This design comes from an exercise in tuning for small area on the open sky130 flow, not from production work. At most, simulation tests tie the RTL to the original design; equivalence was not proved.

lane 4:
// eth_rmii
module eth_rmii(
	input	wire						sys_rst_n,
	input	wire						rmii_clk,
	input	wire						rmii_rxdv,
	input	wire	[1:0]				rmii_rxdata,
	output	wire						rmii_txen,
	output	wire	[1:0]				rmii_txdata,
	output	wire						rmii_rst,
	output	wire						udp_rxstart,
	output	wire						udp_rxend,
	output	wire						udp_rxdv,
	output	wire	[7:0]				udp_rxdata,
	output	wire	[15:0]				udp_rxamount,
	output	wire	[15:0]				udp_rxnum,
	input	wire						udp_txstart,
	input	wire	[15:0]				udp_txamount,
	input	wire	[7:0]				udp_txdata,
	output	wire						udp_txreq,
	output	wire						udp_txbusy
);
	wire								gmii_rxdv;
	wire	[7:0]						gmii_rxdata;
	wire								gmii_txen;
	wire	[7:0]						gmii_txdata;
	wire								gmii_txbusy;
	wire	[1:0]						tx_phase;
	wire	[7:0]						arp_gmii_txdata;
	wire								arp_working;
	wire								udp_gmii_txen;
	wire	[7:0]						udp_gmii_txdata;
	wire	[47:0]						pc_mac_addr;
	wire	[31:0]						pc_ip_addr;
	wire	[15:0]						pc_port;
	wire								pc_valid;
rmii2gmii								u1_rmii2gmii (
	.sys_rst_n							( sys_rst_n			),
	.rmii_clk							( rmii_clk			),
	.rmii_rxdv							( rmii_rxdv			),
	.rmii_rxdata						( rmii_rxdata		),
	.rmii_txen							( rmii_txen			),
	.rmii_txdata						( rmii_txdata		),
	.rmii_rst							( rmii_rst			),
	.gmii_rxdv							( gmii_rxdv			),
	.gmii_rxdata						( gmii_rxdata		),
	.gmii_txen							( gmii_txen			),
	.gmii_txdata						( gmii_txdata		),
	.gmii_txbusy						( gmii_txbusy		),
	.tx_phase							( tx_phase			)
);
eth_arp_gmii							u2_eth_arp_gmii (
	.sys_clk							( rmii_clk			),
	.sys_rst_n							( sys_rst_n			),
	.gmii_rxdv							( gmii_rxdv			),
	.gmii_rxdata						( gmii_rxdata		),
	.gmii_txbusy						( gmii_txbusy		),
	.tx_phase							( tx_phase			),
	.gmii_txdata						( arp_gmii_txdata	),
	.arp_working						( arp_working		)
);
udp_gmii_rx								u3_udp_gmii_rx (
	.sys_clk							( rmii_clk			),
	.sys_rst_n							( sys_rst_n			),
	.gmii_rxdv							( gmii_rxdv			),
	.gmii_rxdata						( gmii_rxdata		),
	.udp_rxstart						( udp_rxstart		),
	.udp_rxend							( udp_rxend			),
	.udp_rxdv							( udp_rxdv			),
	.udp_rxdata							( udp_rxdata		),
	.udp_rxamount						( udp_rxamount		),
	.udp_rxnum							( udp_rxnum			),
	.pc_mac_addr						( pc_mac_addr		),
	.pc_ip_addr							( pc_ip_addr		),
  ...
Size in the first run: roughly 670 flip-flops, about 79 I/O pins, roughly 0.031 mm^2 of cells after synthesis.
export LEC_CHECK = 0
export CAP_MARGIN = 20
export CORE_MARGIN = 2
export CORE_UTILIZATION = 60
export CTS_BUF_LIST = sky130_fd_sc_hd__clkbuf_16
export CTS_CLUSTER_DIAMETER = 100
export CTS_CLUSTER_SIZE = 24
export SLEW_MARGIN = 20
create_clock -name core_clock -period 10.0 [get_ports {rmii_clk}]
standard.sh (not shown) runs the stock make flow with config.mk's settings and CLKGATE_MAP_FILE= SYNTH_SCRIPT=/design/flow/synth_recipe.tcl, a recipe that flattens the netlist after the stock synthesis.
==> flow/flow/run.sh <==
#!/bin/bash
# Layout flow: the standard flow (standard.sh) with three changes.
#  1. Synthesis maps the logic for area: no full/half adder cell extraction
#     (ADDER_MAP_FILE empty) and ABC's default mapping script instead of the
#     ORFS speed script. Every step before ABC is the standard one, so the
#     registers are the standard synthesis's, with the same names and cells.
#  2. The port buffers use the smallest buffer cell.
# Each tool's full output goes to standard.log in this folder (plus ORFS's own logs).
set -euo pipefail
HERE=$(pwd)
sed -e 's#^\(\s*\)log_cmd abc {\*}$abc_args#\1log_cmd abc {*}$lib_args {*}$lib_dont_use_args#' \
  "$FLOW_HOME/scripts/synth.tcl" > "$HERE/synth_area.tcl"
grep -q 'log_cmd abc {\*}$lib_args {\*}$lib_dont_use_args' "$HERE/synth_area.tcl"
sed -e "s#source \$::env(SCRIPTS_DIR)/synth.tcl#source $HERE/synth_area.tcl#" synth_recipe.tcl > "$HERE/synth_recipe_area.tcl"
grep -q "source $HERE/synth_area.tcl" "$HERE/synth_recipe_area.tcl"
sed -e "s#SYNTH_SCRIPT=[^ ]*#SYNTH_SCRIPT=$HERE/synth_recipe_area.tcl#" standard.sh > "$HERE/standard_area.sh"
grep -q "SYNTH_SCRIPT=$HERE/synth_recipe_area.tcl" "$HERE/standard_area.sh"
export ADDER_MAP_FILE=
export BUFFER_PORTS_ARGS="-buffer_cell sky130_fd_sc_hd__buf_1"
bash "$HERE/standard_area.sh" > standard.log 2>&1
Changes in lane 3 relative to lane 4:
--- a/flow/design.v
+++ b/flow/design.v
@@ -656,23 +656,24 @@
 			udp_txbusy <= 1'b0;
 		end
 		if ( start ) begin
 			ip_id <= ip_id + 16'd1;
 		end
 		if ( state == DATA ) begin
 			udp_continue <= rest_big;
 		end
 	end
 end
 	wire									sum_first = state == HEAD;
-	wire	[17:0]							sum = ( sum_first ? 16'h3027 : ip_checksum ) + ( sum_first ? ip_data_len : pc_valid ? pc_ip_addr[31:16] : 16'h0 ) +
+	wire	[17:0]							sum = ( sum_first ? ( rest_big ? 16'h3603 : 16'h303B ) : ip_checksum ) +
+												  ( sum_first ? ( rest_big ? 16'h0 : udp_rest ) : pc_valid ? pc_ip_addr[31:16] : 16'h0 ) +
 												  ( sum_first ? ip_id : pc_valid ? pc_ip_addr[15:0] : 16'h0 );
 	wire	[16:0]							sum1 = sum[17:16] + sum[15:0];
 always @ ( posedge sys_clk ) begin
 	if ( start ) begin
 		udp_rest <= udp_txamount + 16'd8;
 	end else if ( state == CRC && cnt[1:0] == 2'd0 && go && rest_big ) begin
 		udp_rest <= udp_rest - 16'd1480;
 	end
 	if ( state == TYPE && cnt[0] && go ) begin
 		mf <= rest_big;
 		offset <= udp_continue ? offset + 13'd185 : 13'd0;
Results
Sequential cell count of the final layout: lane 4 vs lane 3 identical
Diff lane 4..lane 3 | number of I/O pins | negligible
Lane 3 against lane 4: number of ordinary inverters in the final layout has increased; post-synthesis sequential area ratio higher; register-to-register setup slack climbed 1.00 ns; non-clock buffer count fell by 9.
Looking at cell with the largest stage delay on the worst path, the sky130_fd_sc_hd__or4_1 result is from lane 4; the sky130_fd_sc_hd__edfxtp_1 one comes from lane 3.
Function not checked in lane 4: the RTL went through the layout flow alone.

==> afterwards: timing with drivers on the ports <==
Ports are ideal in the flow. The routed layouts listed here were re-timed in OpenROAD. Step 1 sets driving cells, clkbuf_16 on the clock port and buf_2 on the other inputs (assumed; they add their load-dependent delay and slew). Step 2 also shifts input and output timing later by t, the mid clock arrival at the registers, as if the neighbouring blocks saw the same clock. a / b / c = no drivers / after step 1 / after step 2; a / b = the first two.
| run | shift t [ns] | setup slack, ns | cell pins on the clock port's net |
|---|---|---|---|
| lane 4 | 0.649 | 0.462 / 0.462 / 0.462 | 1 |
| lane 3 | 0.653 | 1.465 / 1.465 / 1.465 | 1 |
After both steps every run listed still meets setup and hold.
